From an optimization exercise on the open Yosys and OpenROAD flow, aimed at small area, a short achievable clock period and few clock cycles per item; shortcuts taken in it are not production practice.
Only simulation tests tie the RTL to the original design; equivalence was not proved.

==> design/flow/design.v <==
`timescale 1ns / 1ps
`default_nettype none
function automatic [3:0] g4inv(input [3:0] x);
    case (x)
        4'd0: g4inv = 4'd0;
        4'd1: g4inv = 4'd1;
        4'd2: g4inv = 4'd9;
        4'd3: g4inv = 4'd14;
        4'd4: g4inv = 4'd13;
        4'd5: g4inv = 4'd11;
        4'd6: g4inv = 4'd7;
        4'd7: g4inv = 4'd6;
        4'd8: g4inv = 4'd15;
        4'd9: g4inv = 4'd2;
        4'd10: g4inv = 4'd12;
        4'd11: g4inv = 4'd5;
        4'd12: g4inv = 4'd10;
        4'd13: g4inv = 4'd4;
        4'd14: g4inv = 4'd3;
        4'd15: g4inv = 4'd8;
        default: g4inv = 4'd0;
    endcase
endfunction
function automatic [7:0] sbox(input [7:0] x);
    logic [125:0] t;
    begin
        t[0] = x[1] ^ x[7];
        t[1] = x[2] ^ x[3];
        t[2] = x[4] ^ x[5];
        t[3] = x[6] ^ t[0];
        t[4] = x[0] ^ t[1];
        t[5] = x[6] ^ t[2];
        t[6] = x[0] ^ x[5];
        t[7] = x[5] ^ t[1];
        t[8] = x[3] ^ t[3];
        t[9] = x[3] ^ x[6];
        t[10] = t[4] ^ t[5];
        t[11] = x[0] ^ x[2];
        t[12] = x[1] ^ x[5];
        t[13] = x[2] ^ x[5];
        t[14] = x[4] ^ x[6];
        t[15] = x[5] ^ x[7];
        t[16] = x[0] ^ t[2];
        t[17] = x[2] ^ t[0];
        t[18] = x[3] ^ t[2];
        t[19] = x[5] ^ t[0];
        t[20] = x[7] ^ t[1];
        t[21] = x[7] ^ t[2];
        t[22] = x[7] ^ t[9];
        t[23] = t[0] ^ t[2];
        t[24] = t[9] ^ t[12];
        t[25] = x[1] ^ t[5];
        t[26] = x[4] ^ t[3];
        t[27] = x[6] ^ t[4];
        t[28] = x[7] ^ t[7];
        t[29] = t[0] ^ t[7];
        t[30] = t[3] ^ t[6];
        t[31] = t[3] ^ t[13];
        t[32] = t[6] ^ t[17];
        t[33] = t[14] ^ t[20];
        t[34] = x[4] ^ t[8];
        t[35] = x[5] ^ t[8];
        t[36] = x[7] ^ t[10];
        t[37] = t[33] & t[6];
        t[38] = t[28] & t[7];
        t[39] = t[5] & t[4];
        t[40] = t[25] & t[3];
        t[41] = t[15] & t[8];
        t[42] = t[26] & x[3];
        t[43] = t[29] & t[30];
        t[44] = t[1] & t[31];
        t[45] = t[19] & t[11];
        t[46] = t[37] ^ t[38];
        t[47] = t[39] ^ t[42];
        t[48] = t[40] ^ t[44];
        t[49] = t[43] ^ t[46];
        t[50] = t[37] ^ t[44];
        t[51] = t[41] ^ t[16];
        t[52] = t[42] ^ t[18];
        t[53] = t[45] ^ t[22];
        t[54] = t[23] ^ t[47];
        t[55] = t[46] ^ t[48];
        t[56] = t[47] ^ t[48];
        t[57] = t[49] ^ t[52];
        t[58] = t[49] ^ t[53];
        t[59] = t[50] ^ t[54];
        t[60] = t[51] ^ t[55];
        t[61] = t[56] ^ t[58];
        {t[65], t[64], t[63], t[62]} = g4inv({t[61], t[57], t[59], t[60]});
        t[66] = t[62] ^ t[63];
        t[67] = t[64] ^ t[65];
        t[68] = t[62] ^ t[64];
        t[69] = t[63] ^ t[65];
        t[70] = t[66] ^ t[67];
        t[71] = t[33] & t[62];
        t[72] = t[28] & t[63];
        t[73] = t[5] & t[66];
        t[74] = t[25] & t[64];
        t[75] = t[15] & t[65];
        t[76] = t[26] & t[67];
        t[77] = t[29] & t[68];
        t[78] = t[1] & t[69];
        t[79] = t[19] & t[70];
        t[80] = t[36] & t[62];
        t[81] = x[7] & t[63];
        t[82] = t[10] & t[66];
        t[83] = t[21] & t[64];
        t[84] = t[24] & t[65];
        t[85] = t[34] & t[67];
        t[86] = t[27] & t[68];
        t[87] = t[35] & t[69];
        t[88] = t[32] & t[70];
        t[89] = t[75] ^ t[77];
        t[90] = t[71] ^ t[78];
        t[91] = t[80] ^ t[83];
        t[92] = t[84] ^ t[87];
        t[93] = t[79] ^ t[89];
        t[94] = t[90] ^ t[91];
        t[95] = t[82] ^ t[86];
        t[96] = t[81] ^ t[92];
        t[97] = t[86] ^ t[92];
        t[98] = t[93] ^ t[94];
        t[99] = t[72] ^ t[74];
        t[100] = t[73] ^ t[76];
        t[101] = t[74] ^ t[76];
        t[102] = t[75] ^ t[85];
        t[103] = t[80] ^ t[88];
        t[104] = t[81] ^ t[87];
        t[105] = t[83] ^ t[85];
        t[106] = t[78] ^ t[89];
        t[107] = t[84] ^ t[95];
        t[108] = t[88] ^ t[99];
        t[109] = t[90] ^ t[95];
        t[110] = t[91] ^ t[101];
        t[111] = t[93] ^ t[100];
        t[112] = t[93] ^ t[104];
        t[113] = t[94] ^ t[102];
        t[114] = t[96] ^ t[106];
        t[115] = t[97] ^ t[103];
        t[116] = t[97] ^ t[105];
        t[117] = t[96] ^ t[98];
        t[118] = t[98] ^ t[107];
        t[119] = t[108] ^ t[113];
        t[120] = t[109] ^ t[112];
        t[121] = t[110] ^ t[114];
        t[122] = ~t[117];
        t[123] = ~t[116];
        t[124] = ~t[120];
        t[125] = ~t[111];
        sbox = {t[119], t[125], t[124], t[118], t[121], t[115], t[123], t[122]};
    end
endfunction
function automatic [7:0] inv_sbox_add(input [7:0] x, input [7:0] k);
    logic [142:0] t;
    begin
        t[0] = x[4] ^ x[5];
        t[1] = x[1] ^ x[2];
        t[2] = x[0] ^ x[7];
        t[3] = x[3] ^ t[0];
        t[4] = x[4] ^ x[6];
        t[5] = x[7] ^ t[1];
        t[6] = x[6] ^ t[2];
        t[7] = t[0] ^ t[1];
        t[8] = x[1] ^ t[3];
        t[9] = x[0] ^ x[1];
        t[10] = x[0] ^ x[2];
        t[11] = x[2] ^ x[7];
        t[12] = x[3] ^ t[1];
        t[13] = x[0] ^ x[4];
        t[14] = x[0] ^ x[6];
        t[15] = x[5] ^ x[6];
        t[16] = x[1] ^ t[0];
        t[17] = x[1] ^ t[2];
        t[18] = x[1] ^ t[4];
        t[19] = x[2] ^ t[0];
        t[20] = x[3] ^ t[4];
        t[21] = x[3] ^ t[11];
        t[22] = x[4] ^ t[9];
        t[23] = x[5] ^ t[9];
        t[24] = x[5] ^ t[10];
        t[25] = t[0] ^ t[14];
        t[26] = t[1] ^ t[13];
        t[27] = t[2] ^ t[4];
        t[28] = t[11] ^ t[15];
        t[29] = x[2] ^ t[6];
        t[30] = x[6] ^ t[3];
        t[31] = x[6] ^ t[5];
        t[32] = t[0] ^ t[5];
        t[33] = t[2] ^ t[3];
        t[34] = t[2] ^ t[7];
        t[35] = t[2] ^ t[12];
        t[36] = t[3] ^ t[5];
        t[37] = t[4] ^ t[12];
        t[38] = t[6] ^ t[7];
        t[39] = t[10] ^ t[20];
        t[40] = x[6] ^ t[8];
        t[41] = t[6] ^ t[8];
        t[42] = ~t[5];
        t[43] = ~t[25];
        t[44] = ~t[3];
        t[45] = ~t[34];
        t[46] = ~t[0];
        t[47] = ~t[23];
        t[48] = ~x[1];
        t[49] = ~t[19];
        t[50] = ~t[40];
        t[51] = t[42] & t[46];
        t[52] = t[43] & t[47];
        t[53] = t[38] & t[22];
        t[54] = t[36] & t[16];
        t[55] = t[31] & t[26];
        t[56] = t[30] & t[24];
        t[57] = t[44] & t[48];
        t[58] = t[45] & t[49];
        t[59] = t[35] & t[7];
        t[60] = t[51] ^ t[52];
        t[61] = t[53] ^ t[56];
        t[62] = t[54] ^ t[58];
        t[63] = t[57] ^ t[60];
        t[64] = t[51] ^ t[58];
        t[65] = t[55] ^ t[50];
        t[66] = t[56] ^ t[41];
        t[67] = t[59] ^ t[37];
        t[68] = t[29] ^ t[61];
        t[69] = t[60] ^ t[62];
        t[70] = t[61] ^ t[62];
        t[71] = t[63] ^ t[66];
        t[72] = t[63] ^ t[67];
        t[73] = t[64] ^ t[68];
        t[74] = t[65] ^ t[69];
        t[75] = t[70] ^ t[72];
        {t[79], t[78], t[77], t[76]} = g4inv({t[75], t[71], t[73], t[74]});
        t[80] = t[76] ^ t[77];
        t[81] = t[78] ^ t[79];
        t[82] = t[76] ^ t[78];
        t[83] = t[77] ^ t[79];
        t[84] = t[80] ^ t[81];
        t[85] = t[42] & t[76];
        t[86] = t[43] & t[77];
        t[87] = t[38] & t[80];
        t[88] = t[36] & t[78];
        t[89] = t[31] & t[79];
        t[90] = t[30] & t[81];
        t[91] = t[44] & t[82];
        t[92] = t[45] & t[83];
        t[93] = t[35] & t[84];
        t[94] = t[32] & t[76];
        t[95] = t[18] & t[77];
        t[96] = t[28] & t[80];
        t[97] = t[21] & t[78];
        t[98] = t[27] & t[79];
        t[99] = t[39] & t[81];
        t[100] = t[8] & t[82];
        t[101] = t[17] & t[83];
        t[102] = t[33] & t[84];
        t[103] = t[88] ^ t[91];
        t[104] = t[96] ^ t[101];
        t[105] = t[86] ^ t[93];
        t[106] = t[94] ^ t[99];
        t[107] = t[103] ^ t[104];
        t[108] = t[85] ^ t[87];
        t[109] = t[90] ^ t[92];
        t[110] = t[95] ^ t[100];
        t[111] = t[97] ^ t[102];
        t[112] = t[105] ^ t[107];
        t[113] = t[87] ^ t[88];
        t[114] = t[89] ^ k[1];
        t[115] = t[89] ^ k[6];
        t[116] = t[92] ^ t[93];
        t[117] = t[95] ^ t[96];
        t[118] = t[97] ^ t[98];
        t[119] = t[99] ^ k[0];
        t[120] = k[2] ^ t[111];
        t[121] = k[3] ^ t[104];
        t[122] = k[4] ^ t[106];
        t[123] = k[5] ^ t[106];
        t[124] = k[7] ^ t[104];
        t[125] = t[103] ^ t[105];
        t[126] = t[103] ^ t[108];
        t[127] = t[106] ^ t[108];
        t[128] = t[109] ^ t[110];
        t[129] = t[110] ^ t[113];
        t[130] = t[117] ^ t[118];
        t[131] = t[107] ^ t[115];
        t[132] = t[109] ^ t[124];
        t[133] = t[111] ^ t[121];
        t[134] = t[114] ^ t[126];
        t[135] = t[116] ^ t[122];
        t[136] = t[119] ^ t[125];
        t[137] = t[112] ^ t[120];
        t[138] = t[112] ^ t[123];
        t[139] = t[127] ^ t[132];
        t[140] = t[128] ^ t[131];
        t[141] = t[129] ^ t[135];
        t[142] = t[130] ^ t[136];
        inv_sbox_add = {t[139], t[140], t[138], t[141], t[133], t[137], t[134], t[142]};
    end
endfunction
function automatic [31:0] inv_mix_col(input [7:0] a0, input [7:0] a1, input [7:0] a2, input [7:0] a3);
    logic [181:0] t;
    begin
        t[0] = a0[5] ^ a2[5];
        t[1] = a1[5] ^ a3[5];
        t[2] = a0[6] ^ a2[6];
        t[3] = a1[6] ^ a3[6];
        t[4] = a0[3] ^ a1[7];
        t[5] = a0[7] ^ a2[7];
        t[6] = a2[3] ^ a3[7];
        t[7] = a0[0] ^ a2[0];
        t[8] = a0[1] ^ a2[1];
        t[9] = a0[2] ^ a2[2];
        t[10] = a0[4] ^ a2[4];
        t[11] = a1[0] ^ a3[0];
        t[12] = a1[1] ^ a3[1];
        t[13] = a1[2] ^ a3[2];
        t[14] = a1[3] ^ a3[3];
        t[15] = a1[4] ^ a3[4];
        t[16] = a1[7] ^ a3[7];
        t[17] = a0[7] ^ a3[3];
        t[18] = a1[3] ^ a2[7];
        t[19] = a0[0] ^ a1[7];
        t[20] = a0[7] ^ a2[0];
        t[21] = a1[0] ^ a2[7];
        t[22] = a0[0] ^ a2[7];
        t[23] = a0[1] ^ a1[1];
        t[24] = a0[1] ^ a1[2];
        t[25] = a0[1] ^ a3[0];
        t[26] = a0[2] ^ a1[2];
        t[27] = a0[2] ^ a2[1];
        t[28] = a0[2] ^ a2[3];
        t[29] = a0[3] ^ a1[2];
        t[30] = a0[4] ^ a1[4];
        t[31] = a0[4] ^ a1[5];
        t[32] = a0[5] ^ a1[5];
        t[33] = a0[5] ^ a1[6];
        t[34] = a0[5] ^ a2[4];
        t[35] = a0[6] ^ a1[6];
        t[36] = a0[6] ^ a1[7];
        t[37] = a0[6] ^ a2[5];
        t[38] = a0[7] ^ a1[0];
        t[39] = a0[7] ^ a1[1];
        t[40] = a0[7] ^ a2[2];
        t[41] = a0[7] ^ a2[6];
        t[42] = a1[1] ^ a2[1];
        t[43] = a1[4] ^ a2[4];
        t[44] = a1[5] ^ a2[5];
        t[45] = a1[6] ^ a2[6];
        t[46] = a1[7] ^ a2[7];
        t[47] = a2[0] ^ a3[1];
        t[48] = t[0] ^ t[1];
        t[49] = t[2] ^ t[3];
        t[50] = t[2] ^ t[8];
        t[51] = t[3] ^ t[12];
        t[52] = t[4] ^ t[6];
        t[53] = t[5] ^ t[14];
        t[54] = t[7] ^ t[11];
        t[55] = t[9] ^ t[13];
        t[56] = t[10] ^ t[15];
        t[57] = a3[2] ^ t[4];
        t[58] = t[0] ^ t[16];
        t[59] = t[1] ^ t[5];
        t[60] = t[2] ^ t[11];
        t[61] = t[2] ^ t[15];
        t[62] = t[3] ^ t[7];
        t[63] = t[3] ^ t[10];
        t[64] = t[5] ^ t[9];
        t[65] = t[6] ^ t[17];
        t[66] = t[7] ^ t[13];
        t[67] = t[8] ^ t[9];
        t[68] = t[10] ^ t[12];
        t[69] = a0[4] ^ t[15];
        t[70] = a1[4] ^ t[4];
        t[71] = a1[7] ^ t[20];
        t[72] = a2[1] ^ t[19];
        t[73] = a2[2] ^ t[16];
        t[74] = a2[2] ^ t[29];
        t[75] = a2[4] ^ t[4];
        t[76] = a2[5] ^ t[1];
        t[77] = a2[6] ^ t[32];
        t[78] = a2[7] ^ t[6];
        t[79] = a2[7] ^ t[35];
        t[80] = a3[0] ^ t[19];
        t[81] = a3[0] ^ t[46];
        t[82] = a3[1] ^ t[11];
        t[83] = a3[1] ^ t[16];
        t[84] = a3[2] ^ t[11];
        t[85] = a3[4] ^ t[0];
        t[86] = a3[4] ^ t[1];
        t[87] = a3[4] ^ t[6];
        t[88] = a3[5] ^ t[0];
        t[89] = a3[5] ^ t[33];
        t[90] = a3[5] ^ t[37];
        t[91] = a3[6] ^ t[36];
        t[92] = a3[6] ^ t[41];
        t[93] = a3[6] ^ t[44];
        t[94] = a3[7] ^ t[20];
        t[95] = a3[7] ^ t[21];
        t[96] = a3[7] ^ t[22];
        t[97] = a3[7] ^ t[38];
        t[98] = a3[7] ^ t[45];
        t[99] = t[13] ^ t[17];
        t[100] = t[13] ^ t[18];
        t[101] = t[14] ^ t[26];
        t[102] = t[14] ^ t[40];
        t[103] = t[15] ^ t[18];
        t[104] = t[18] ^ t[28];
        t[105] = t[48] ^ t[50];
        t[106] = t[48] ^ t[51];
        t[107] = t[49] ^ t[55];
        t[108] = t[52] ^ t[53];
        t[109] = t[48] ^ t[60];
        t[110] = t[48] ^ t[62];
        t[111] = t[49] ^ t[64];
        t[112] = t[49] ^ t[66];
        t[113] = t[54] ^ t[57];
        t[114] = t[56] ^ t[58];
        t[115] = t[56] ^ t[59];
        t[116] = t[21] ^ t[72];
        t[117] = t[23] ^ t[73];
        t[118] = t[24] ^ t[82];
        t[119] = t[25] ^ t[94];
        t[120] = t[27] ^ t[83];
        t[121] = t[30] ^ t[52];
        t[122] = t[31] ^ t[53];
        t[123] = t[34] ^ t[52];
        t[124] = t[39] ^ t[80];
        t[125] = t[42] ^ t[84];
        t[126] = t[43] ^ t[53];
        t[127] = t[47] ^ t[95];
        t[128] = t[54] ^ t[65];
        t[129] = t[54] ^ t[78];
        t[130] = t[61] ^ t[89];
        t[131] = t[61] ^ t[93];
        t[132] = t[63] ^ t[77];
        t[133] = t[63] ^ t[90];
        t[134] = t[65] ^ t[67];
        t[135] = t[67] ^ t[75];
        t[136] = t[68] ^ t[70];
        t[137] = t[68] ^ t[87];
        t[138] = t[69] ^ t[106];
        t[139] = t[71] ^ t[109];
        t[140] = t[74] ^ t[106];
        t[141] = t[76] ^ t[107];
        t[142] = t[79] ^ t[114];
        t[143] = t[81] ^ t[110];
        t[144] = t[85] ^ t[107];
        t[145] = t[86] ^ t[107];
        t[146] = t[88] ^ t[107];
        t[147] = t[91] ^ t[115];
        t[148] = t[92] ^ t[114];
        t[149] = t[96] ^ t[109];
        t[150] = t[97] ^ t[110];
        t[151] = t[98] ^ t[115];
        t[152] = t[99] ^ t[105];
        t[153] = t[100] ^ t[105];
        t[154] = t[101] ^ t[105];
        t[155] = t[102] ^ t[105];
        t[156] = t[103] ^ t[106];
        t[157] = t[104] ^ t[106];
        t[158] = t[105] ^ t[124];
        t[159] = t[105] ^ t[127];
        t[160] = t[106] ^ t[116];
        t[161] = t[106] ^ t[119];
        t[162] = t[108] ^ t[130];
        t[163] = t[108] ^ t[131];
        t[164] = t[108] ^ t[132];
        t[165] = t[108] ^ t[133];
        t[166] = t[111] ^ t[118];
        t[167] = t[111] ^ t[125];
        t[168] = t[112] ^ t[117];
        t[169] = t[112] ^ t[120];
        t[170] = t[113] ^ t[155];
        t[171] = t[113] ^ t[157];
        t[172] = t[121] ^ t[141];
        t[173] = t[122] ^ t[144];
        t[174] = t[123] ^ t[145];
        t[175] = t[126] ^ t[146];
        t[176] = t[128] ^ t[140];
        t[177] = t[129] ^ t[154];
        t[178] = t[134] ^ t[138];
        t[179] = t[135] ^ t[156];
        t[180] = t[136] ^ t[152];
        t[181] = t[137] ^ t[153];
        inv_mix_col = {{t[142], t[164], t[172], t[179], t[177], t[168], t[160], t[139]}, {t[151], t[163], t[175], t[181], t[176], t[167], t[159], t[143]}, {t[148], t[165], t[174], t[178], t[170], t[169], t[161], t[149]}, {t[147], t[162], t[173], t[180], t[171], t[166], t[158], t[150]}};
    end
endfunction
function automatic [7:0] xtime(input [7:0] a);
    xtime = {a[6:0], 1'b0} ^ (8'h1b & {8{a[7]}});
endfunction
function automatic [7:0] inv_xtime(input [7:0] a);
    inv_xtime = {1'b0, a[7:1]} ^ (8'h8d & {8{a[0]}});
endfunction
function automatic [127:0] key_step(input [127:0] k, input [31:0] sw, input [7:0] rc);
    logic [7:0] w;
    begin
        for (int r = 0; r < 4; r++) begin
            w = k[127 - 8 * (4 * r) -: 8] ^ sw[31 - 8 * r -: 8] ^ (r == 0 ? rc : 8'h00);
            key_step[127 - 8 * (4 * r + 0) -: 8] = w;
            for (int c = 1; c < 4; c++) begin
                w = w ^ k[127 - 8 * (4 * r + c) -: 8];
                key_step[127 - 8 * (4 * r + c) -: 8] = w;
            end
        end
    end
endfunction
module decipher(
    input wire clk_in,
    input wire rst_in,
    input wire start,
    input wire [127:0] block_in,
    input wire [127:0] key_in,
    output logic [127:0] deciphered_block,
    output logic decipher_complete
);
    logic [127:0] state;     
    logic [127:0] key;       
    logic [31:0] sw;         
    logic [3:0] idx;         
    logic [7:0] rc;          
    logic busy;              
    logic back;              
    logic last;              
    logic [127:0] kfwd;      
    logic [31:0] sx;         
    logic [31:0] so;         
    logic [127:0] krev;      
    always_comb begin
        kfwd = key_step(key, sw, rc);
        for (int r = 0; r < 4; r++) begin
            if (!busy)
                sx[31 - 8 * r -: 8] = key_in[127 - 8 * (4 * ((r + 1) % 4) + 3) -: 8];
            else if (!back)
                sx[31 - 8 * r -: 8] = kfwd[127 - 8 * (4 * ((r + 1) % 4) + 3) -: 8];
            else
                sx[31 - 8 * r -: 8] = key[127 - 8 * (4 * ((r + 1) % 4) + 3) -: 8]
                                    ^ key[127 - 8 * (4 * ((r + 1) % 4) + 2) -: 8];
            so[31 - 8 * r -: 8] = sbox(sx[31 - 8 * r -: 8]);
        end
        for (int r = 0; r < 4; r++) begin
            for (int c = 1; c < 4; c++)
                krev[127 - 8 * (4 * r + c) -: 8] = key[127 - 8 * (4 * r + c) -: 8] ^ key[127 - 8 * (4 * r + c - 1) -: 8];
            krev[127 - 8 * (4 * r) -: 8] = key[127 - 8 * (4 * r) -: 8] ^ so[31 - 8 * r -: 8]
                                          ^ (r == 0 ? rc : 8'h00);
        end
    end
    logic [127:0] k10_pre;
    always_comb begin
        logic [7:0] w;
        for (int r = 0; r < 4; r++) begin
            w = (r == 0) ? 8'h36 : 8'h00;
            for (int c = 0; c < 4; c++) begin
                w = w ^ kfwd[127 - 8 * (4 * r + c) -: 8];
                k10_pre[127 - 8 * (4 * r + c) -: 8] = state[127 - 8 * (4 * r + c) -: 8] ^ w;
            end
        end
    end
    logic [127:0] sub;       
    logic [127:0] mixed;
    always_comb begin
        for (int r = 0; r < 4; r++)
            for (int c = 0; c < 4; c++)
                sub[127 - 8 * (4 * r + c) -: 8] = inv_sbox_add(state[127 - 8 * (4 * r + (c + 4 - r) % 4) -: 8],
                                                               key[127 - 8 * (4 * r + c) -: 8]);
        for (int c = 0; c < 4; c++)
            {mixed[127 - 8 * (4 * 0 + c) -: 8], mixed[127 - 8 * (4 * 1 + c) -: 8],
             mixed[127 - 8 * (4 * 2 + c) -: 8], mixed[127 - 8 * (4 * 3 + c) -: 8]} =
                inv_mix_col(sub[127 - 8 * (4 * 0 + c) -: 8], sub[127 - 8 * (4 * 1 + c) -: 8],
                            sub[127 - 8 * (4 * 2 + c) -: 8], sub[127 - 8 * (4 * 3 + c) -: 8]);
    end
    logic [127:0] rotated;
    logic [127:0] state_rest;
    logic [127:0] state_next;
    always_comb begin
        for (int r = 0; r < 4; r++)
            for (int c = 0; c < 4; c++)
                rotated[127 - 8 * (4 * r + c) -: 8] = state[127 - 8 * (4 * r + (c + 1) % 4) -: 8];
        if (!busy)
            state_rest = block_in;
        else if (back)
            state_rest = sub;
        else if (idx == 4'd8)
            state_rest = k10_pre ^ {{4{so[31:24]}}, {4{so[23:16]}}, {4{so[15:8]}}, {4{so[7:0]}}};
        else
            state_rest = rotated;
        state_next = (busy & back & ~last) ? mixed : state_rest;
    end
    assign deciphered_block = state;
    always_ff @(posedge clk_in) begin
        sw <= so;
        if (!busy)
            rc <= 8'h01;
        else if (back)
            rc <= inv_xtime(rc);
        else if (idx != 4'd8)
            rc <= xtime(rc);
        if (!busy)
            key <= key_in;
        else if (!back)
            key <= kfwd;
        else
            key <= krev;
        state <= state_next;
        if (rst_in) begin
            busy <= 1'b0;
            decipher_complete <= 1'b0;
        end else begin
            decipher_complete <= 1'b0;
            if (!busy) begin
                if (start) begin
                    busy <= 1'b1;
                    back <= 1'b0;
                    last <= 1'b0;
                    idx <= 4'd0;
                end
            end else if (back) begin
                idx <= idx - 4'd1;
                last <= idx == 4'd1;
                if (last) begin
                    busy <= 1'b0;
                    decipher_complete <= 1'b1;
                end
            end else begin
                idx <= idx + 4'd1;
                if (idx == 4'd8)
                    back <= 1'b1;
            end
        end
    end
endmodule
`default_nettype wire
==> design/flow/flow/run.sh <==
#!/bin/bash
# Own flow: the standard layout, except that synthesis maps the logic with an
# area-recovering ABC script (flow/abc_speed.script) in place of ORFS's abc_speed.script.
# Registers are mapped before ABC runs, so they are the standard synthesis's.
set -euo pipefail
here=$(pwd)
rm -rf "$here/scripts_synth"
cp -r "$FLOW_HOME/scripts" "$here/scripts_synth"
cp "$here/flow/abc_speed.script" "$here/scripts_synth/abc_speed.script"
SCRIPTS_DIR="$here/scripts_synth" bash standard.sh synth > "$here/synth.log" 2>&1
bash standard.sh > "$here/layout.log" 2>&1
test -f out/final.def
==> design/flow/flow/abc_speed.script <==
strash
&get -n
&fraig -x
&put
scorr
dc2
strash
&get -n
&dch -f
&nf -R 1000
&put
buffer -c
topo
stime -c
dnsize -c
==> design/flow/standard.sh <==
#!/bin/bash
# synth_recipe.tcl (not shown) runs the flow's synth.tcl, then flattens the netlist and writes it again
# the make line also repeats each setting of config.mk as NAME=value (left out here)
make -C /OpenROAD-flow-scripts/flow DESIGN_CONFIG=/design/flow/config.mk WORK_HOME=/design/flow/orfs CLKGATE_MAP_FILE= SYNTH_SCRIPT=/design/flow/synth_recipe.tcl "${@:-finish}"
==> design/flow/config.mk <==
export PLATFORM = sky130hd
export DESIGN_NAME = decipher
export DESIGN_NICKNAME = decipher
export VERILOG_FILES = /design/flow/design.v
export SDC_FILE = /design/flow/constraint.sdc
export NUM_CORES = 4
export LEC_CHECK = 0
export CAP_MARGIN = 20
export CORE_MARGIN = 2
export CORE_UTILIZATION = 60
export SETUP_SLACK_MARGIN = 1.5
export SLEW_MARGIN = 20
==> design/flow/constraint.sdc <==
create_clock -name core_clock -period 8.0 [get_ports {clk_in}]
set_input_delay 1.6000 -clock core_clock [delete_from_list [all_inputs] [get_ports {clk_in}]]
set_output_delay 1.6000 -clock core_clock [all_outputs]
set_load 0.01 [all_outputs]
==> results of run 1 <==
-- layout make-up --
type / instances / area, um^2 / area share
Antenna cell: 7 / 17.5 / 0.000275
Clock buffer: 49 / 1080 / 0.0169
Clock inverter: 24 / 265 / 0.00416
Inverter: 145 / 551 / 0.00864
Multi-Input combinational cell: 5374 / 45400 / 0.712
Sequential cell: 304 / 6250 / 0.0980
Tap cell: 1050 / 1310 / 0.0206
Timing Repair Buffer: 1025 / 8870 / 0.139
-- final timing paths --
| check | startpoint | end | slack (ps) | cells after the start |
|---|---|---|---|---|
| worst max register to register | state[79] | state[100] | 930 | 24 |
| worst min-delay path | key[53] | key[53] | 580 | 1 |
| worst max-delay path | state[79] | state[100] | 930 | 24 |
| worst min register to register | key[53] | key[53] | 580 | 1 |
-- synth_stat cells, types with 2 or more instances --
cell type,instances
a211oi_1,62
a21o_1,18
a21oi_1,365
a221o_1,37
a221oi_1,54
a222oi_1,6
a22o_1,4
a22oi_1,9
a31oi_1,16
and2_1,30
buf_1,24
buf_2,18
clkbuf_1,281
clkinv_1,2
dfxtp_1,298
edfxtp_1,6
ha_1,150
inv_1,143
maj3_1,5
mux2i_1,35
mux4_2,4
nand2_1,439
nand2b_1,46
nand3_1,22
nor2_1,353
nor2b_1,50
nor3_1,17
nor4b_1,3
o2111ai_1,2
o211ai_1,16
o21a_1,3
o21ai_0,442
o21ai_1,24
o21ai_2,2
o21ba_2,2
o21bai_1,13
o221ai_1,11
o22a_1,33
o22ai_1,62
o311ai_0,7
o32ai_1,2
or2_2,13
or3_1,3
xnor2_1,2140
xor2_1,860
-- registers in the layout (all words and copies together) (netlist names) --
signal             count
key                  128
state                128
sw                    32
rc                     8
idx                    4
back                   1
busy                   1
decipher_complete      1
last                   1
-- cells in the final DEF, fill, tap and decap left out, types with 33 or more instances in the layout --
master and count:
a211oi_1 59, clkdlybuf4s50_1 387, dfxtp_1 234, o22ai_1 59, nand2_1 428, xor2_2 131, a21oi_2 49, ha_1 147
xor2_4 35, a21oi_1 312, dfxtp_2 56, clkbuf_16 41, nor2b_1 49, a221oi_1 49, xnor2_2 288, o21ai_0 406
o22a_1 33, xnor2_1 1796, a221o_1 37, nand2b_1 46, inv_1 135, buf_4 614, o21ai_1 36, xor2_1 694
mux2i_1 34, nor2_1 330, xnor2_4 56
-- metal layers --
metal / vias up / GRT usage / share of wire
met2: 4207 / 0.694 / 0.40
met3: 1132 / 0.158 / 0.16
li1: 21400 / - / -
met5: - / 0 / 0.00011
met1: 23700 / 0.634 / 0.35
met4: 4 / 0.322 / 0.094
-- cells by family (layout without fill, tap and decap cells) --
kind of cell / after synthesis / in the layout / share of synthesized area
mux: 40 / 40 / 0.00945
other cells: 0 / 7 / 0
fa+ha+maj: 155 / 155 / 0.0403
buf+inv: 468 / 1243 / 0.0372
compound gates: 1198 / 1198 / 0.148
simple gates: 980 / 980 / 0.0861
xor+xnor: 3001 / 3001 / 0.550
flops: 304 / 304 / 0.129
-- stage by stage --
stage                util  hold WS (ps)  instances  setup slack (ps)
global route        0.808           597       7974               938
CTS                 0.750           591       7815              1460
floorplan               -           522       6146              1420
detailed placement  0.702           579       7713              78.9
global placement    0.702           571       7713               316
finish              0.808           580       7978               929
-- timing repair --
item / CTS / global route
pin swaps: 31 / 145
gates cloned: 1 / 0
setup endpoints to repair: 182 / 170
buffers inserted: 28 / 156
gates resized for setup: 339 / 522
==> results.txt, run 1 <==
Starting Density=0.606; final worst path period share=0.884; drt total wl=between 200 and 250 mm; top-area cell type share of the netlist area=0.392; fill count=between 5k and 6k; PortBufs=roughly 390; via-per-instance ratio=6.32; initial antenna violation count=7; cell area after layout=63700 um^2; largest net degree at the start of global routing=~140; Nets=around 7.3k; die area=between 80000 and 90000 um^2; register area share after synthesis=0.129; critical path's top delay family=XOR/XNOR gates; DRC=0; Critical Path Sink Type=flop; ys async rst share=0; ranking of synthesized cells by area=xnor2_1 39%, xor2_1 16%, dfxtp_1 12%; outcome=complete, no violations; Syn Area/Cell=roughly 7.8 um^2; Via Count=~50k; CTS tree=done; Final setup viols=0; vias in the first global route=45.4k; top_reg_cell synth=dfxtp_1; cell chain of the critical path=buf_4 -> xor2_1 -> buf_4 -> xnor2_1 -> nand2_1 -> xnor2_1 -> xor2_1 -> xnor2_2 -> ha_1 -> o21ai_0 -> o22ai_2 -> xor2_1 -> xor2_1 -> nand2_1 -> xor2_1 -> xnor2_1 -> xnor2_2 -> xnor2_1 -> xnor2_1 -> xnor2_1 -> o21ai_0 -> a21oi_1 -> buf_4 -> a31oi_1; Core Box Area=~79000 um^2; worst-case clock skew=roughly 27 ps; die height=~290 um; worst skew pair latency=just over 600 ps; crit path time final=7070 ps; RSZ-0062 raised after global routing=true; antenna-violating nets left=0; clk slew on worst S/H paths=approximately 70 ps; max-cap viol count=0; routability cong.=~1.2; critical path buffer and inverter count=3; clock sink count=a little over 300; CP startpoint kind=flop; GRT overflow=0; Worst Path Required=8440 ps; CP arrival=about 7500 ps; Ys Warns=1; CTS max path bufs=3; Total GRT Usage=0.490; WL per Instance=between 20 and 30 um; Synth area leader=xnor2_1; fmax=between 100 and 150 MHz; worst-path maximum fanout=7; share of layout cells above drive strength 1=0.210; Setup TNS Final=0 ps; EDFF count, synth=6; number of H-tree levels=2; Die W=286 um; post-detail-place hpwl=between 150 and 200 mm; slew margin rel.=0.245; Final Hold Viols=0; first-pass GRT wire length=between 200 and 300 mm; root buf cell=clkbuf_16; Final Max Tran Viols=0; CTS Buf Count=40; syn nets=approximately 6.6k; iteration-0 DRC count of the detailed router=7508; critical path class=reg -> reg; synthesized area=47800 um^2; critical path's slowest cell=xnor2_1; Mapped Cells=roughly 6.1k; area growth from synthesis to layout=33.3%; Max stage delay on crit path=900 ps; cell mode on critical path=xnor2_1; I/O pin total=slightly below 400; hold_buf cts=0; post-synthesis register bit count=around 300; min-delay worst type=reg -> reg; worst slew pin tran=roughly 1100 ps; distinct cell type count after synthesis=59; placed cell areas=approximately 55000 um^2; Site Rows=103; drt first pass iters=9
Testbench counts, summed over its fixed seeds: cycles 5,376, blocks 256.
==> inputs of run 2 (changes only) <==
==> design/flow/flow/run.sh (replaced) <==
#!/bin/bash
# Own flow: the standard layout, except that
#  - synthesis maps the logic with an area-recovering ABC script (flow/abc_speed.script)
#    in place of ORFS's abc_speed.script; registers are mapped before ABC runs, so they
#    are the standard synthesis's;
#  - every input and output port still gets its own buffer, but a buf_1 (the smallest
#    buffer) in place of the clkdlybuf4s50_1 that buffer_ports picks by default.
set -euo pipefail
here=$(pwd)
rm -rf "$here/scripts_synth"
cp -r "$FLOW_HOME/scripts" "$here/scripts_synth"
cp "$here/flow/abc_speed.script" "$here/scripts_synth/abc_speed.script"
export BUFFER_PORTS_ARGS="-buffer_cell sky130_fd_sc_hd__buf_1"
SCRIPTS_DIR="$here/scripts_synth" bash standard.sh synth > "$here/synth.log" 2>&1
bash standard.sh > "$here/layout.log" 2>&1
test -f out/final.def
--- a/design/flow/config.mk
+++ b/design/flow/config.mk
@@ -9,3 +9,3 @@
 export CORE_MARGIN = 2
-export CORE_UTILIZATION = 60
+export CORE_UTILIZATION = 40
 export SETUP_SLACK_MARGIN = 1.5
==> run 2 against run 1 <==
Compared with the run above: still clean; final cell count rose by 6.3%; area after synthesis is the same; critical path type unchanged; critical endpoint is now state[3]; largest cell class unchanged.
==> results.txt, run 2 <==
outcome=complete, no violations; antenna-violating nets left=0; Die W=350 um; DRC=0; synth cell count leaders=2140 x xnor2_1, 860 x xor2_1, 442 x o21ai_0; fmax=152 MHz; clock sink count=a little over 300; vias in the first global route=44.5k; CP startpoint kind=flop; Total GRT Usage=0.355; synthesized area=between 40000 and 50000 um^2; die area=roughly 120000 um^2; max-cap viol count=0; Starting Density=0.404; CTS tree=done; Final Hold Viols=0; iteration-0 DRC count of the detailed router=5351; ranking of synthesized cells by area=xnor2_1 39%, xor2_1 16%, dfxtp_1 12%; Worst Path Required=approximately 8500 ps; min-delay worst type=reg -> reg; ys async rst share=0; hold_buf cts=0; Via Count=48.0k; most common cell after layout, fill and taps aside=xnor2_1; root buf cell=clkbuf_16; Max stage delay on crit path=around 380 ps; RSZ-0062 raised after global routing=true; top-area cell type share of the netlist area=0.392; met3 usage=0.0855; EDFF count, synth=6; multi-input logic area=between 40000 and 50000 um^2; syn nets=roughly 6.6k; CP arrival=about 7000 ps; fin worst setup slack=1430 ps; Largest regs=key x128, state x128, sw x32; final worst path period share=0.821; Ys Warns=1; Setup TNS Final=0 ps; CTS Buf Count=slightly above 40; worst-case clock skew=about 44 ps; worst-path maximum fanout=8; critical path's slowest cell=xnor2_2; post-place setup slack=-257 ps; CTS max path bufs=3; Final Max Tran Viols=0; post-detail-place hpwl=between 150 and 200 mm; share of layout cells above drive strength 1=0.220; largest net degree at the start of global routing=roughly 120; WL per Instance=between 20 and 30 um; Mapped Cells=between 6k and 7k; clk slew on worst S/H paths=70 ps; critical path buffer and inverter count=5; cell area after layout=approximately 63000 um^2; GRT overflow=0; die height=roughly 350 um; slew margin rel.=0.293; placed cell areas=between 50000 and 60000 um^2; Nets=about 7.3k; fill count=about 11k; Site Rows=between 100 and 150; sequential cell area=about 6300 um^2; Core Box Area=about 120000 um^2; Final setup viols=0; final hold slack=just under 600 ps; PortBufs=approximately 390; busiest grt layer=met2; crit path time final=around 6600 ps; worst skew pair latency=about 630 ps; initial antenna violation count=8; number of H-tree levels=2; area growth from synthesis to layout=31.3%; register area share after synthesis=0.129; I/O pin total=388; routability cong.=between 1 and 1.5; critical path's top delay family=XOR/XNOR gates; GR Util met1=0.470; drt first pass iters=8; first-pass GRT wire length=317 mm; Synth area leader=xnor2_1; worst slew pin tran=1050 ps; distinct cell type count after synthesis=59; drt total wl=approximately 230 mm; Syn Area/Cell=7.78 um^2; post-synthesis register bit count=304; commonest non-fill, non-tap cells in the layout=1764 x xnor2_1, 706 x xor2_1, 635 x buf_4; met2 global-route usage=0.521; critical path class=reg -> reg; top-count cell post-synth=xnor2_1; via-per-instance ratio=around 5.7; top_reg_cell synth=dfxtp_1; Critical Path Sink Type=flop
## run 2: cell counts after synthesis
Identical to the previous run, type by type.
## run 2: path summary, 6_finish.rpt
check	depth (start not counted)	slack, ps	start	end
max	31	1430	rc[4]	state[3]
min	1	580	key[16]	key[16]
max reg2reg	31	1430	rc[4]	state[3]
min reg2reg	1	580	key[16]	key[16]
## run 2: area by class of cell
cell class | count | area share
Multi-Input combinational cell | 5375 | 0.731
Timing Repair Buffer | 1044 | 0.106
Sequential cell | 304 | 0.100
Tap cell | 1536 | 0.0306
Clock buffer | 47 | 0.0175
Inverter | 145 | 0.00879
Clock inverter | 26 | 0.00604
Antenna cell | 4 | 0.000159
## run 2: worst reg2reg max path, delay by kind of cell, from the launching register on
family	cells	cell delay, ps
xor gates and xnor gates	14	3350
buffers and inverters	5	1010
AOI/OAI and AO/OA	6	970
and+or+nand+nor	6	720
DFF	1	370
## run 2: cell families after synthesis
kind of cell / synth area share
AOI/OAI and AO/OA: 0.148
xor gates and xnor gates: 0.550
adders and majority gates: 0.0403
buffers and inverters: 0.0372
DFF: 0.129
muxes: 0.00945
and+or+nand+nor: 0.0861
## run 2: timing repair
| item | CTS | global route |
|---|---|---|
| gates resized for setup | 400 | 552 |
| pin swaps | 51 | 122 |
| cloned | 2 | 3 |
| setup buffers | 49 | 140 |
| endpoints found under the setup margin | 175 | 162 |
## run 2: metal layers
metal  wire length (um)  up-vias  part of all wire
met5                 34        -           0.00015
li1                   -    21400                 -
met2              96300     2862              0.42
met3              26300      616              0.11
met4              16700        6             0.073
met1              91400    23000              0.40
## run 2: through the flow
stage / util / cells
2_1_floorplan: - / 6146
3_3_place_gp: 0.454 / 8210
3_5_place_dp: 0.454 / 8210
4_1_cts: 0.492 / 8334
5_1_grt: 0.531 / 8477
6_report: 0.531 / 8481
==> inputs of run 3 (changes only) <==
--- a/design/flow/design.v
+++ b/design/flow/design.v
@@ -522,2 +522,3 @@
     logic last;              
+    logic mixsel;            
     logic [127:0] kfwd;      
@@ -584,3 +585,3 @@
             state_rest = rotated;
-        state_next = (busy & back & ~last) ? mixed : state_rest;
+        state_next = mixsel ? mixed : state_rest;
     end
@@ -604,4 +605,6 @@
             busy <= 1'b0;
+            mixsel <= 1'b0;
             decipher_complete <= 1'b0;
         end else begin
+            mixsel <= busy & (back ? (idx != 4'd1 && !last) : idx == 4'd8);
             decipher_complete <= 1'b0;
--- a/design/flow/config.mk
+++ b/design/flow/config.mk
@@ -10,3 +10,3 @@
 export CORE_UTILIZATION = 40
-export SETUP_SLACK_MARGIN = 1.5
+export SETUP_SLACK_MARGIN = 1.3
 export SLEW_MARGIN = 20
==> run 3 against run 2 <==
Compared with the run above: register-to-register slack lost 50 ps; die area grew 0.54%; final area shrank 4.5%; count of clock-buffer cells in the layout grew 11; sequential share of layout area grew 0.38 points; critical path depth shrank 4; critical endpoint is now state[76]; via count shrank 0.43%; synthesized cell count grew 1.3%; worst setup slack lost 48 ps.
==> results.txt, run 3 <==
Largest regs=key x128, state x128, sw x32; PortBufs=just under 400; Critical Path Sink Type=flop; worst slew pin tran=about 1100 ps; die area=around 120000 um^2; post-synthesis register bit count=between 300 and 400; ranking of synthesized cells by area=xnor2_1 39%, xor2_1 16%, dfxtp_1 12%; Worst Path Required=between 8000 and 9000 ps; critical path's slowest cell=xnor2_2; top-count cell post-synth=xnor2_1; fmax=151 MHz; clk slew on worst S/H paths=roughly 60 ps; outcome=complete, no violations; Syn Area/Cell=7.72 um^2; distinct cell type count after synthesis=62; clock sink count=slightly above 300; cell mode on critical path=xnor2_1; register area share after synthesis=0.128; post-detail-place hpwl=around 180 mm; share of layout cells above drive strength 1=0.171; Synth Area in Compound Gates=0.135; post-synthesis mux area share=0.00752; Final setup viols=0; Final Hold Viols=0; CP startpoint kind=flop; drt first pass iters=8; I/O pin total=between 300 and 400; vias in the first global route=44.7k; syn nets=6634; CTS tree=done; drt total wl=~230 mm; Post-Synth Simple-Gate Area=0.103; via-per-instance ratio=5.56; xor-xnor portion of the synthesized cell area=0.550; die height=roughly 350 um; Mapped Cells=6225; EDFF count, synth=6; RSZ-0062 raised after global routing=true; Ys Warns=1; Max stage delay on crit path=around 570 ps; DRC=0; CP arrival=7120 ps; Synth Area in Adders=0.0399; most common cell after layout, fill and taps aside=xnor2_1; min-delay worst type=reg -> reg; worst skew pair latency=roughly 600 ps; area growth from synthesis to layout=24.8%; Site Rows=127; Die W=approximately 350 um; worst-case clock skew=about 24 ps; Via Count=about 48k; Nets=7345; largest family of logic cells by synthesized area=XOR/XNOR gates; max-cap viol count=0; routability cong.=1.04; Core Box Area=119000 um^2; final worst path period share=0.827; slew margin rel.=0.237; CTS Buf Count=40; top_reg_cell synth=dfxtp_1; GRT overflow=0; WL per Instance=approximately 26 um; Synth area leader=xnor2_1; Final Max Tran Viols=0; Starting Density=0.402; critical path class=reg -> reg; iteration-0 DRC count of the detailed router=~6.0k; largest net degree at the start of global routing=77; first-pass GRT wire length=~310 mm; Total GRT Usage=0.350; antenna-violating nets left=0; Setup TNS Final=0 ps; synthesized area=slightly below 50000 um^2; CTS max path bufs=3; ys async rst share=0; crit path time final=6620 ps; root buf cell=clkbuf_16; top-area cell type share of the netlist area=0.390; commonest non-fill, non-tap cells in the layout=1897 x xnor2_1, 773 x xor2_1, 594 x buf_4; final hold slack=about 510 ps; synth cell count leaders=2139 x xnor2_1, 877 x xor2_1, 505 x nand2_1; worst-path maximum fanout=5; number of H-tree levels=2; initial antenna violation count=8
-- run 3: changes by cell type after synthesis, moves of 14 or more --
| cell | delta |
|---|---|
| a221oi_1 | -24 |
| nand2_1 | +66 |
| nor2_1 | +135 |
| o21ai_0 | -151 |
| o22ai_1 | -17 |
| o31ai_1 | +14 |
| o32ai_1 | +39 |
| xor2_1 | +17 |
-- run 3: final timing paths --
path / startpoint / endpoint / slack [ps] / cells after the start
worst max-delay path: key[40] / state[76] / 1380 / 27
worst min-delay path: last / busy / 510 / 1
worst max register to register: key[40] / state[76] / 1380 / 27
worst min register to register: last / busy / 510 / 1
-- run 3: what timing repair did --
action,CTS,global route
setup buffers,16,79
resized for setup,191,341
endpoints found under the setup margin,152,153
endpoints found under the hold margin,0,0
pin swaps,19,61
gates cloned,0,1
hold buffers,0,0
-- run 3: per-layer routing --
layer | wire, um | part of all wire | track usage | vias up
li1 | - | - | - | 21500
met2 | 94700 | 0.42 | 0.521 | 2877
met4 | 15400 | 0.068 | 0.196 | 4
met5 | 30 | 0.00013 | 0 | -
met3 | 26700 | 0.12 | 0.0883 | 627
met1 | 90000 | 0.40 | 0.459 | 22800
-- run 3: stage by stage --
stage | cell area (um^2) | util | instances | setup slack [ps]
6_report | 60000 | 0.502 | 8582 | 1380
5_1_grt | 60000 | 0.502 | 8581 | 1110
4_1_cts | 57200 | 0.479 | 8498 | 1300
3_5_place_dp | 54400 | 0.455 | 8410 | 169
3_3_place_gp | 54400 | 0.455 | 8410 | 285
2_1_floorplan | 48200 | - | 6225 | 1290
-- run 3: cell families after synthesis --
family | count (synthesis)
muxes | 33
buffers and inverters | 465
xor gates and xnor gates | 3016
AOI/OAI and AO/OA | 1058
DFF | 305
and+or+nand+nor | 1194
adders and majority gates | 154
-- run 3: worst max-delay path: cells and delay by family (launching register included) --
kind                     cells  cell delay [ps]
adder cells (fa/ha/maj)      2              490
AND/OR/NAND/NOR              4              430
multiplexers                 1              220
AO/OA/AOI/OAI                5             1300
buffers and inverters        3              540
flip-flops                   1              540
XOR/XNOR                    12             2990
-- run 3: area by class of cell --
cell class | count | area (um^2)
Fill cell | 11600 | 59500
Multi-Input combinational cell | 5456 | 43500
Sequential cell | 305 | 6240
Timing Repair Buffer | 996 | 6170
Tap cell | 1612 | 2020
Clock buffer | 58 | 1200
Inverter | 137 | 532
Clock inverter | 14 | 262
Antenna cell | 4 | 10.0
Testbench counts of run 3, summed over its fixed seeds: cycles 5,376, blocks 256.
==> inputs of run 4 (changes only) <==
--- a/design/flow/config.mk
+++ b/design/flow/config.mk
@@ -9,3 +9,4 @@
 export CORE_MARGIN = 2
-export CORE_UTILIZATION = 40
+export CORE_UTILIZATION = 45
+export CTS_BUF_LIST = sky130_fd_sc_hd__clkbuf_8
 export SETUP_SLACK_MARGIN = 1.3
==> run 4 against run 3 <==
Compared with the run above: still clean on timing, DRC and antenna; area after synthesis unchanged; core utilization is 6.8 points higher; synthesized cell count stayed put; critical path depth down 1; critical path type unchanged.
==> results.txt, run 4 <==
routability cong.=around 1.1; CTS tree=done; drt total wl=~220 mm; Setup TNS Final=0 ps; fmax=154 MHz; GRT overflow=0; Reg2Reg Launch Point=state[91]; Die W=331 um; PortBufs=a little under 400; max-cap viol count=0; register area share after synthesis=0.128; Site Rows=119; Worst Path Required=about 8700 ps; Core Box Area=between 100000 and 150000 um^2; CTS max path bufs=3; distinct cell type count after synthesis=a little over 60; via-per-instance ratio=roughly 5.7; vias in the first global route=between 40k and 50k; EDFF count, synth=6; R2R cell count=26; ys async rst share=0; I/O pin total=slightly below 400; number of H-tree levels=2; top-area cell type share of the netlist area=0.390; Nets=roughly 7.3k; outcome=complete, no violations; area growth from synthesis to layout=25.2%; clk slew on worst S/H paths=around 60 ps; slew margin rel.=0.240; top-count cell post-synth=xnor2_1; share of layout cells above drive strength 1=0.182; iteration-0 DRC count of the detailed router=~5.9k; die height=roughly 330 um; clock sink count=between 300 and 400; min-delay src=last; worst slew pin tran=1140 ps; Worst Hold Path Cells=1; WL per Instance=26.3 um; fin cells=approximately 8.4k; RR Endpoint=state[115]; synth cell count leaders=2139 x xnor2_1, 877 x xor2_1, 505 x nand2_1; initial antenna violation count=1; commonest non-fill, non-tap cells in the layout=1865 x xnor2_1, 747 x xor2_1, 564 x buf_4; worst-case hold path end point=busy; Synth area leader=xnor2_1; top_reg_cell synth=dfxtp_1; largest net degree at the start of global routing=90; Critical Path Sink Type=flop; Final Max Tran Viols=0; fill count=a little under 10k; post-detail-place hpwl=between 150 and 200 mm; Placed Instances=about 8.1k; synthesized area=between 40000 and 50000 um^2; R2R setup slack=approximately 1500 ps; syn nets=approximately 6.6k; hold_buf cts=0; most common cell after layout, fill and taps aside=xnor2_1; Via Count=47.7k; CP startpoint kind=flop; Syn Area/Cell=roughly 7.7 um^2; DRC=0; final worst path period share=0.811; die area=109000 um^2; Total GRT Usage=0.383; Final Hold Viols=0; root buf cell=clkbuf_8; crit path time final=6490 ps; Largest regs=key x128, state x128, sw x32; worst-case clock skew=76.3 ps; antenna-violating nets left=0; RSZ-0062 raised after global routing=true; Ys Warns=1; CP arrival=roughly 7000 ps; ranking of synthesized cells by area=xnor2_1 39%, xor2_1 16%, dfxtp_1 12%; worst skew pair latency=810 ps; worst-path maximum fanout=7; Final setup viols=0; drt first pass iters=9; critical path class=reg -> reg; CTS Buf Count=61; post-synthesis register bit count=305; first-pass GRT wire length=306 mm; Starting Density=0.455; Mapped Cells=around 6.2k; min-delay worst type=reg -> reg
## run 4: cell counts after synthesis
No cell type changed its count.
## run 4: final cells by class
cell class,instances,area [um^2],share of cell area
clock inverter,37,332,0.00551
multi-input combinational,5455,44300,0.736
clock buffer,73,1000,0.0167
inverter,137,519,0.00863
timing repair buffer,972,6060,0.101
sequential,305,6240,0.104
antenna,3,7.51,0.000125
tap,1391,1740,0.0289
## run 4: how the worst max path moves through the flow
stage / from / endpoint / slack (ps) / depth (start not counted)
after CTS: state[66] / state[59] / 1280 / 24
final: state[91] / state[115] / 1510 / 26
after floorplan: key_in[66] / state[120] / 1290 / 23
after detailed placement: state[57] / state[106] / 6 / 24
after global routing: key[90] / state[108] / 1160 / 33
after global placement: state[57] / state[106] / 5 / 24
## run 4: repair_timing
action / in CTS / in global routing
endpoints found under the setup margin: 159 / 160
resized for setup: 238 / 393
endpoints found under the hold margin: 0 / 0
buffers inserted: 34 / 78
pin swaps: 24 / 91
gates cloned: 0 / 2
## run 4: cell families after synthesis
| logic type | after synthesis | synth area share |
|---|---|---|
| xor gates and xnor gates | 3016 | 0.550 |
| AOI/OAI and AO/OA | 1058 | 0.135 |
| adders and majority gates | 154 | 0.0399 |
| buffers and inverters | 465 | 0.0366 |
| muxes | 33 | 0.00752 |
| and+or+nand+nor | 1194 | 0.103 |
| DFF | 305 | 0.128 |
## run 4: worst max-delay path: stages (launching register included)
cell     delay, ps
dfxtp_1        850
xnor2_1        150
buf_4          190
ha_1           340
xnor2_1        260
xnor2_2        180
inv_1          150
ha_1           310
nor2_1          60
a21oi_1        120
nor2_1          60
a21oi_2        250
xnor2_1        220
and2_1         250
xnor2_1        150
buf_4          170
xor2_1         310
xor2_1         210
xnor2_1        610
buf_4          290
xor2_1         190
xnor2_1        150
xnor2_1        150
xnor2_1        110
xnor2_1        460
nand2_1        120
o31ai_1         80
## run 4: metrics by stage
step                worst slack, ps  area (um^2)   util  hold slack [ps]
floorplan                      1290        48200      -              448
detailed placement             5.70        53800  0.509              469
global placement               5.31        53700  0.509              473
finish                         1510        60200  0.570              494
global route                   1160        60200  0.570              532
CTS                            1280        57000  0.540              495
## run 4: per-layer routing
layer	track usage	part of all wire
met1	0.499	0.39
met2	0.555	0.41
met3	0.124	0.13
met4	0.216	0.070
met5	0	0.00069
==> inputs of run 5 (changes only) <==
--- a/design/flow/config.mk
+++ b/design/flow/config.mk
@@ -11,3 +11,3 @@
 export CTS_BUF_LIST = sky130_fd_sc_hd__clkbuf_8
-export SETUP_SLACK_MARGIN = 1.3
+export SETUP_SLACK_MARGIN = 1.15
 export SLEW_MARGIN = 20
==> run 5 against run 4 <==
Compared with the run above: register-to-register slack lost 140 ps; area after synthesis unchanged; fmax down 2.0%; highest routed layer unchanged.
==> results.txt, run 5 <==
DRC=0; largest net degree at the start of global routing=about 130; distinct cell type count after synthesis=slightly above 60; worst-case clock skew=39.2 ps; vias in the first global route=~44k; max-cap viol count=0; fin worst setup slack=1370 ps; synthesized area=~48000 um^2; final worst path period share=0.828; register area share after synthesis=0.128; Setup TNS Final=0 ps; ys async rst share=0; Final setup viols=0; top_reg_cell synth=dfxtp_1; area growth from synthesis to layout=21.9%; R2R cell count=27; number of H-tree levels=2; CTS tree=done; Mapped Cells=a little over 6k; Largest regs=key x128, state x128, sw x32; RSZ-0062 raised after global routing=true; antenna-violating nets left=0; Core Box Area=roughly 110000 um^2; worst skew pair latency=roughly 750 ps; worst-path maximum fanout=8; drt total wl=around 220 mm; min-delay worst type=reg -> reg; Total GRT Usage=0.385; Worst Setup SP=state[60]; synth cell count leaders=2139 x xnor2_1, 877 x xor2_1, 505 x nand2_1; outcome=complete, no violations; GRT overflow=0; fmax=approximately 150 MHz; Die W=331 um; EDFF count, synth=6; crit path time final=~6600 ps; Synth area leader=xnor2_1; critical path's slowest cell=xor2_1; die area=between 100000 and 150000 um^2; Via Count=about 48k; slew margin rel.=0.318; R2R setup slack=roughly 1400 ps; iteration-0 DRC count of the detailed router=6697; Site Rows=~120; CTS Buf Count=61; Worst Path Required=around 8600 ps; via-per-instance ratio=approximately 5.7; die height=between 300 and 400 um; root buf cell=clkbuf_8; fill count=just over 10k; post-detail-place hpwl=around 180 mm; share of layout cells above drive strength 1=0.157; critical path class=reg -> reg; Syn Area/Cell=around 7.7 um^2; min-delay src=last; routability cong.=1.08; drt first pass iters=8; top-area cell type share of the netlist area=0.390; Layout Utilization=0.555; Final Max Tran Viols=0; clock sink count=approximately 310; final hold slack=about 490 ps; CP startpoint kind=flop; ranking of synthesized cells by area=xnor2_1 39%, xor2_1 16%, dfxtp_1 12%; WL per Instance=26.5 um; I/O pin total=388; Starting Density=0.455; clk slew on worst S/H paths=60 ps; multi-input logic area=43100 um^2; Reg2Reg Launch Point=state[60]; CTS max path bufs=3; Nets=around 7.3k; most common cell after layout, fill and taps aside=xnor2_1; initial antenna violation count=7; sequential cell area=about 6200 um^2; post-place setup slack=-102 ps; PortBufs=between 300 and 400; cell mode on critical path=xnor2_1; commonest non-fill, non-tap cells in the layout=1928 x xnor2_1, 788 x xor2_1, 545 x buf_4; Final Hold Viols=0; Ys Warns=1; RR Endpoint=state[110]; CP arrival=~7200 ps; top-count cell post-synth=xnor2_1; first-pass GRT wire length=307 mm; syn nets=6634; worst slew pin tran=1010 ps; post-synthesis register bit count=around 300; Worst Hold Path Cells=1; Max stage delay on crit path=around 600 ps; Critical Path Sink Type=flop; worst-case hold path end point=busy
run 5: cell counts after synthesis:
No cell type changed its count.
run 5: worst max-delay path, delay by kind of cell (launching register included):
family | cells | cell delay, ps
xor gates and xnor gates | 13 | 3490
buffers and inverters | 5 | 1060
and+or+nand+nor | 5 | 780
AOI/OAI and AO/OA | 3 | 560
adders and majority gates | 1 | 310
DFF | 1 | 300
run 5: worst max path at each step:
stage | to | slack [ps] | cells after the start
final | state[110] | 1370 | 27
after global routing | state[8] | 1020 | 32
after CTS | state[37] | 1130 | 33
after detailed placement | state[88] | -100 | 24
after global placement | state[88] | -70 | 24
after floorplan | state[88] | 1160 | 24
run 5: per-stage QoR:
step,area (um^2),instances
finish,58600,8344
global route,58600,8344
CTS,56200,8283
floorplan,48100,6225
global placement,53800,8161
detailed placement,53800,8161
run 5: repair_timing:
item / in CTS / in global routing
setup endpoints to repair: 149 / 156
pin swaps: 10 / 60
hold buffers: 0 / 0
buffers inserted: 11 / 59
gates resized for setup: 145 / 305
cloned: 0 / 1
run 5: final cells by class:
cell class                      count  area share
Sequential cell                   305       0.106
Clock inverter                     33     0.00363
Clock buffer                       78      0.0183
Multi-Input combinational cell   5456       0.735
Antenna cell                        1   0.0000427
Tap cell                         1391      0.0297
Inverter                          137     0.00886
Timing Repair Buffer              943      0.0979
run 5: kinds of logic after synthesis:
group                    share of synthesized area
AO/OA/AOI/OAI                                0.135
XOR/XNOR                                     0.550
adder cells (fa/ha/maj)                     0.0399
buffers and inverters                       0.0366
flip-flops                                   0.128
multiplexers                               0.00752
AND/OR/NAND/NOR                              0.103
run 5: per-layer routing:
layer  up-vias  GRT usage  routed length [um]  share of wire
met5         -          0                  25        0.00011
met1     22600      0.521               89500           0.40
li1      21400          -                   -              -
met3       528      0.108               27900           0.13
met2      2976      0.556               90400           0.41
met4         4      0.191               13500          0.061
==> inputs of run 6 (changes only) <==
--- a/design/flow/config.mk
+++ b/design/flow/config.mk
@@ -11,2 +11,3 @@
 export CTS_BUF_LIST = sky130_fd_sc_hd__clkbuf_8
+export GPL_ROUTABILITY_DRIVEN = 0
 export SETUP_SLACK_MARGIN = 1.15
==> run 6 against run 5 <==
Compared with the run above: still clean on timing, DRC and antenna; first-iteration DRC count fell by 6.4%; synthesized cell count did not move; die area did not move; via count barely moved; global-route usage fell by 1.3 points; count of clock-buffer cells in the layout rose by 2; largest cell class unchanged.
==> results.txt, run 6 <==
CP startpoint kind=flop; Critical Path Sink Type=flop; Nets=just over 7k; Setup TNS Final=0 ps; distinct cell type count after synthesis=a little over 60; synthesized area=between 40000 and 50000 um^2; slew margin rel.=0.282; drt total wl=~210 mm; clk slew on worst S/H paths=70 ps; ranking of synthesized cells by area=xnor2_1 39%, xor2_1 16%, dfxtp_1 12%; RSZ-0062 raised after global routing=true; share of layout cells above drive strength 1=0.151; die area=around 110000 um^2; post-detail-place hpwl=about 170 mm; Worst Setup SP=state[65]; Reg2Reg Launch Point=state[65]; largest net degree at the start of global routing=between 70 and 80; EDFF count, synth=6; commonest non-fill, non-tap cells in the layout=1925 x xnor2_1, 791 x xor2_1, 506 x buf_4; Final Hold Viols=0; Ys Warns=1; most common cell after layout, fill and taps aside=xnor2_1; antenna-violating nets left=0; drt first pass iters=8; clock sink count=between 300 and 400; hold_buf cts=0; Mapped Cells=approximately 6.2k; Largest regs=key x128, state x128, sw x32; register area share after synthesis=0.128; ys async rst share=0; Site Rows=approximately 120; Final Max Tran Viols=0; GRT overflow=0; post-place setup slack=63.0 ps; Core Box Area=approximately 110000 um^2; initial antenna violation count=4; top_reg_cell synth=dfxtp_1; top-count cell post-synth=xnor2_1; root buf cell=clkbuf_8; synth cell count leaders=2139 x xnor2_1, 877 x xor2_1, 505 x nand2_1; final worst path period share=0.841; critical path class=reg -> reg; vias in the first global route=approximately 44k; area growth from synthesis to layout=21.2%; iteration-0 DRC count of the detailed router=approximately 6.3k; outcome=complete, no violations; min-delay worst type=reg -> reg; CTS max path bufs=3; post-synthesis register bit count=305; Syn Area/Cell=roughly 7.7 um^2; worst slew pin tran=around 1100 ps; die height=between 300 and 400 um; number of H-tree levels=2; first-pass GRT wire length=300 mm; via-per-instance ratio=~5.7; crit path time final=~6700 ps; CTS Buf Count=61; min-delay src=last; I/O pin total=between 300 and 400; fin worst setup slack=1270 ps; CTS tree=done; max-cap viol count=0; WL per Instance=between 20 and 30 um; CP arrival=around 7300 ps; Worst Path Required=8600 ps; Final setup viols=0; worst-case clock skew=roughly 37 ps; worst skew pair latency=about 750 ps; Synth area leader=xnor2_1; Via Count=~48k; Starting Density=0.455; DRC=0; Total GRT Usage=0.372; syn nets=roughly 6.6k; top-area cell type share of the netlist area=0.390; worst-path maximum fanout=9; Die W=between 300 and 400 um; fill count=between 9k and 10k; PortBufs=387; fmax=approximately 150 MHz
run 6: final timing paths:
check	to	slack, ps	cells past startpoint
max	state[93]	1270	23
min	busy	510	1
max reg2reg	state[93]	1270	23
min reg2reg	busy	510	1
run 6: cell families after synthesis:
family	share of synthesized area
xor gates and xnor gates	0.550
DFF	0.128
and+or+nand+nor	0.103
muxes	0.00752
buffers and inverters	0.0366
AOI/OAI and AO/OA	0.135
adders and majority gates	0.0399
run 6: metrics by stage:
stage / cell area [um^2] / utilization / hold slack (ps) / cells
3_3_place_gp: 53400 / 0.506 / 499 / 8113
2_1_floorplan: 48100 / - / 448 / 6225
3_5_place_dp: 53400 / 0.506 / 495 / 8113
4_1_cts: 55800 / 0.529 / 504 / 8233
6_report: 58200 / 0.552 / 511 / 8299
5_1_grt: 58200 / 0.552 / 540 / 8298
run 6: layout make-up:
type	count	area [um^2]	area share
clock inverter	29	250	0.00430
tap	1391	1740	0.0299
inverter	137	519	0.00892
antenna	2	5.00	0.0000859
clock buffer	80	1100	0.0189
sequential	305	6220	0.107
timing repair buffer	900	5370	0.0921
multi-input combinational	5455	43000	0.739
run 6: what timing repair did:
item,4_1_cts,5_1_grt
gates resized for setup,154,295
pin swaps,11,46
buffers inserted,11,64
setup endpoints to repair,148,153
run 6: worst max-delay path, cell delays in order, from the launching register on:
cell     delay [ps]
dfxtp_2         500
xnor2_1         160
buf_4           170
xor2_1          140
buf_4           180
ha_1            210
xor2_1          250
xor2_1          160
xnor2_1         470
buf_4           240
o21ai_0          80
o21ai_1         460
xnor2_1         210
a21oi_1         100
a21oi_1         440
xor2_1          300
xor2_1          210
xnor2_1         640
xor2_1          280
xnor2_1         430
xnor2_1         120
buf_4           170
xnor2_1         490
a21oi_1         140
run 6: routing by layer:
| layer | vias up | routed length [um] | share of wire | track usage |
|---|---|---|---|---|
| li1 | 21400 | - | - | - |
| met1 | 22500 | 84000 | 0.39 | 0.499 |
| met2 | 3122 | 86600 | 0.40 | 0.538 |
| met3 | 635 | 28500 | 0.13 | 0.0959 |
| met4 | 4 | 15200 | 0.071 | 0.210 |
| met5 | - | 29 | 0.00014 | 0 |

re-timing with driven ports:
The flow's constraints put no driver on any port. The routed layouts listed below were extracted and timed again, unchanged, in two steps.
Step 1, drivers: a clkbuf_16 drives clk_in and a buf_2 each remaining input, both assumed.
Step 2 adds t to the input delays and takes it off the output delays; t is the mean of the earliest and latest rising clock arrival at the registers after step 1. Input paths then give back, and output paths get back, about the clock's delay inside the block.
Three values: ideal ports, drivers, drivers and shift; two values: the first two.
run | t, ns | slack for setup (ns) | worst hold slack (ns)
run 1 | 0.667 | 0.929 / 0.929 / 0.599 | 0.580 / 0.580 / 0.580
run 2 | 0.686 | 1.431 / 1.431 / 1.268 | 0.584 / 0.584 / 0.584
run 3 | 0.674 | 1.383 / 1.383 / 1.154 | 0.506 / 0.506 / 0.506
run 4 | 0.841 | 1.511 / 1.511 / 1.220 | 0.494 / 0.494 / 0.494
run 5 | 0.799 | 1.375 / 1.375 / 0.885 | 0.489 / 0.489 / 0.489
run 6 | 0.804 | 1.273 / 1.273 / 0.722 | 0.511 / 0.511 / 0.511
After both steps every run listed still meets setup and hold. The setup slack of run 6, which loses most, moves by 0.000 ns with the drivers and by -0.551 ns with both steps.
